This design comes from an exercise in tuning for small area, a short achievable clock period and few clock cycles on the open sky130 flow, not from production work. No driver is modelled on the clock port, so clock power and skew are understated where the tree is cut down; a real chip needs a root buffer or a tree.

## before
==> flow/design.v (excerpt) <==
module rx_packet_handler #(
	parameter DATA_WIDTH = 128,
	parameter DEBUG_EN = 0
	)(
	input  wire                    axi_clk,
	input  wire                    axi_aresetn,
	output wire [63:0]             m_axis_eth_tdata,
	output wire [7:0]              m_axis_eth_tuser,
	output wire                    m_axis_eth_tlast,
	output wire [7:0]              m_axis_eth_tkeep,
	output wire                    m_axis_eth_tvalid,
	input  wire                    m_axis_eth_tready,
	output wire [31:0]             addr_o,
	input  wire [DATA_WIDTH-1:0]   data_i,
	output wire                    en_o,
	output wire                    rst_o,
	output wire [DATA_WIDTH/8-1:0] wea_o,
	output wire                    wren_o,
	input  wire [31:0]             pkt_addr_i,
	input  wire [15:0]             pkt_len_i,
	input  wire                    pkt_addr_v_i,
	output wire                    pkt_ack_o
	);
For scale: roughly 320 cells after synthesis, roughly 310 I/O pins, roughly 2600 um^2 of cells after synthesis.
clock: 3.0 ns
lec_check: 0
cap_margin: 20
core_area: 4 4 104 104
cts_buf_list: sky130_fd_sc_hd__clkbuf_8 sky130_fd_sc_hd__clkbuf_16
cts_cluster_diameter: 500
cts_cluster_size: 100
die_area: 0 0 108 108
setup_slack_margin: 1.2
slew_margin: 20
standard.sh (not shown) runs the stock make flow with config.mk's settings and CLKGATE_MAP_FILE= SYNTH_SCRIPT=/design/flow/synth_recipe.tcl, a recipe that flattens the netlist after the stock synthesis.
==> flow/flow/run.sh <==
#!/bin/bash
# Own layout flow: the standard flow (standard synthesis unchanged) with
# these changes:
# - the port buffers are the smallest buffer (buf_1) instead of the delay cell
#   buffer_ports picks by default; repair may still size them up;
# - one tie cell per constant value;
# - after CTS, the clock tree is cut down to a single buffer (flow/post_cts.tcl).
set -euo pipefail
here=$(pwd)
bash standard.sh \
  "BUFFER_PORTS_ARGS=-buffer_cell sky130_fd_sc_hd__buf_1" \
  "SKIP_REPAIR_TIE_FANOUT=1" \
  "POST_CTS_TCL=$here/flow/post_cts.tcl" \
  finish > flow_make.log 2>&1
==> flow/flow/post_cts.tcl <==
# Run after clock_tree_synthesis (ORFS POST_CTS_TCL hook). The design has only
# a few flip-flops, so the two-level tree CTS builds is replaced by its root
# buffer alone, sized up, driving every clock sink; the clock port still
# drives just that one buffer. The dummy load CTS added goes too.
set block [ord::get_db_block]
set port_net [$block findNet axi_clk]
set root ""
foreach it [$port_net getITerms] {
  if {$root ne ""} { error "clock port drives more than one cell" }
  set root [$it getInst]
}
set root_out ""
foreach it [$root getITerms] {
  if {[$it isOutputSignal]} { set root_out [$it getNet] }
}
set drop_insts {}
set drop_nets {}
foreach it [$root_out getITerms] {
  set inst [$it getInst]
  if {$inst eq $root} { continue }
  set master [[$inst getMaster] getName]
  if {![string match sky130_fd_sc_hd__clkbuf_* $master]} { continue }
  foreach jt [$inst getITerms] {
    if {[$jt isOutputSignal]} {
      set net [$jt getNet]
      foreach kt [$net getITerms] {
        if {[$kt getInst] eq $inst} { continue }
        set load [$kt getInst]
        if {[string match clkload* [$load getName]]} {
          lappend drop_insts $load
          continue
        }
        $kt disconnect
        $kt connect $root_out
      }
      lappend drop_nets $net
    }
  }
  lappend drop_insts $inst
}
foreach inst $drop_insts {
  puts "post_cts: removing [$inst getName]"
  odb::dbInst_destroy $inst
}
foreach net $drop_nets {
  if {[llength [$net getITerms]] == 0} { odb::dbNet_destroy $net }
}
# The root net carries CTS's non-default (wide spacing) rule; as the only
# clock net it now reaches every sink, so give it the default rule, as CTS
# gives its leaf nets.
if {[$root_out getNonDefaultRule] ne "NULL"} {
  $root_out setNonDefaultRule NULL
  puts "post_cts: cleared the non-default rule of [$root_out getName]"
}
set db [ord::get_db]
$root swapMaster [$db findMaster sky130_fd_sc_hd__clkbuf_16]
puts "post_cts: [$root getName] now drives [llength [$root_out getITerms]] pins"
detailed_placement
estimate_parasitics -placement
report_clock_min_period
before went all the way through synthesis, placement and routing and the layout is clean on timing, DRC and antenna.
The inputs of after differ from those of before as listed below.
-- flow/flow/post_cts.tcl --
<<< before, line 46
  if {[llength [$net getITerms]] == 0} { odb::dbNet_destroy $net }
}
# The root net carries CTS's non-default (wide spacing) rule; as the only
# clock net it now reaches every sink, so give it the default rule, as CTS
# gives its leaf nets.
if {[$root_out getNonDefaultRule] ne "NULL"} {
  $root_out setNonDefaultRule NULL
  puts "post_cts: cleared the non-default rule of [$root_out getName]"
}
set db [ord::get_db]
$root swapMaster [$db findMaster sky130_fd_sc_hd__clkbuf_16]
>>> after, line 46
  if {[llength [$net getITerms]] == 0} { odb::dbNet_destroy $net }
}
set db [ord::get_db]
$root swapMaster [$db findMaster sky130_fd_sc_hd__clkbuf_16]
-- flow/config.mk --
<<< before, line 12
export CTS_CLUSTER_SIZE = 100
export DIE_AREA = 0 0 108 108
export SETUP_SLACK_MARGIN = 1.2
export SLEW_MARGIN = 20
>>> after, line 12
export CTS_CLUSTER_SIZE = 100
export DIE_AREA = 0 0 108 108
export SETUP_SLACK_MARGIN = 1.1
export SLEW_MARGIN = 20
Notes after the runs:
- ~same routability-driven placement congestion ratio in after and before
- Going from before to after, critical path depth went up; final net count went down.
No functional check of the RTL was part of any run of this note.

[port drivers added, routing unchanged]
In the flow no input, the clock included, has a driving cell. The finished layouts below were timed again as built, in two steps. Step 1: set_driving_cell puts a clkbuf_16 on axi_clk and a buf_2 on each other input, an assumption about the parent block. Step 2 moves the port delays by t, midway between the first and last clock arrival at a register: inputs arrive t later, outputs are due t later. That takes back most of the time a late clock gives input paths. Slacks: no drivers / after step 1 / after step 2; pairs: no drivers / after step 1.
run | t, ns | slack for setup (ns) | worst setup path at the end | worst register clock-pin slew, ns
before | 0.198 | 1.162 / 1.134 / 0.972 | input to register | 0.11 / 0.11
after | 0.198 | 1.121 / 1.126 / 0.928 | input to register | 0.11 / 0.11
After both steps every run listed still meets setup and hold. The setup slack of after, which loses most, moves by +0.005 ns with the drivers and by -0.193 ns with both steps.
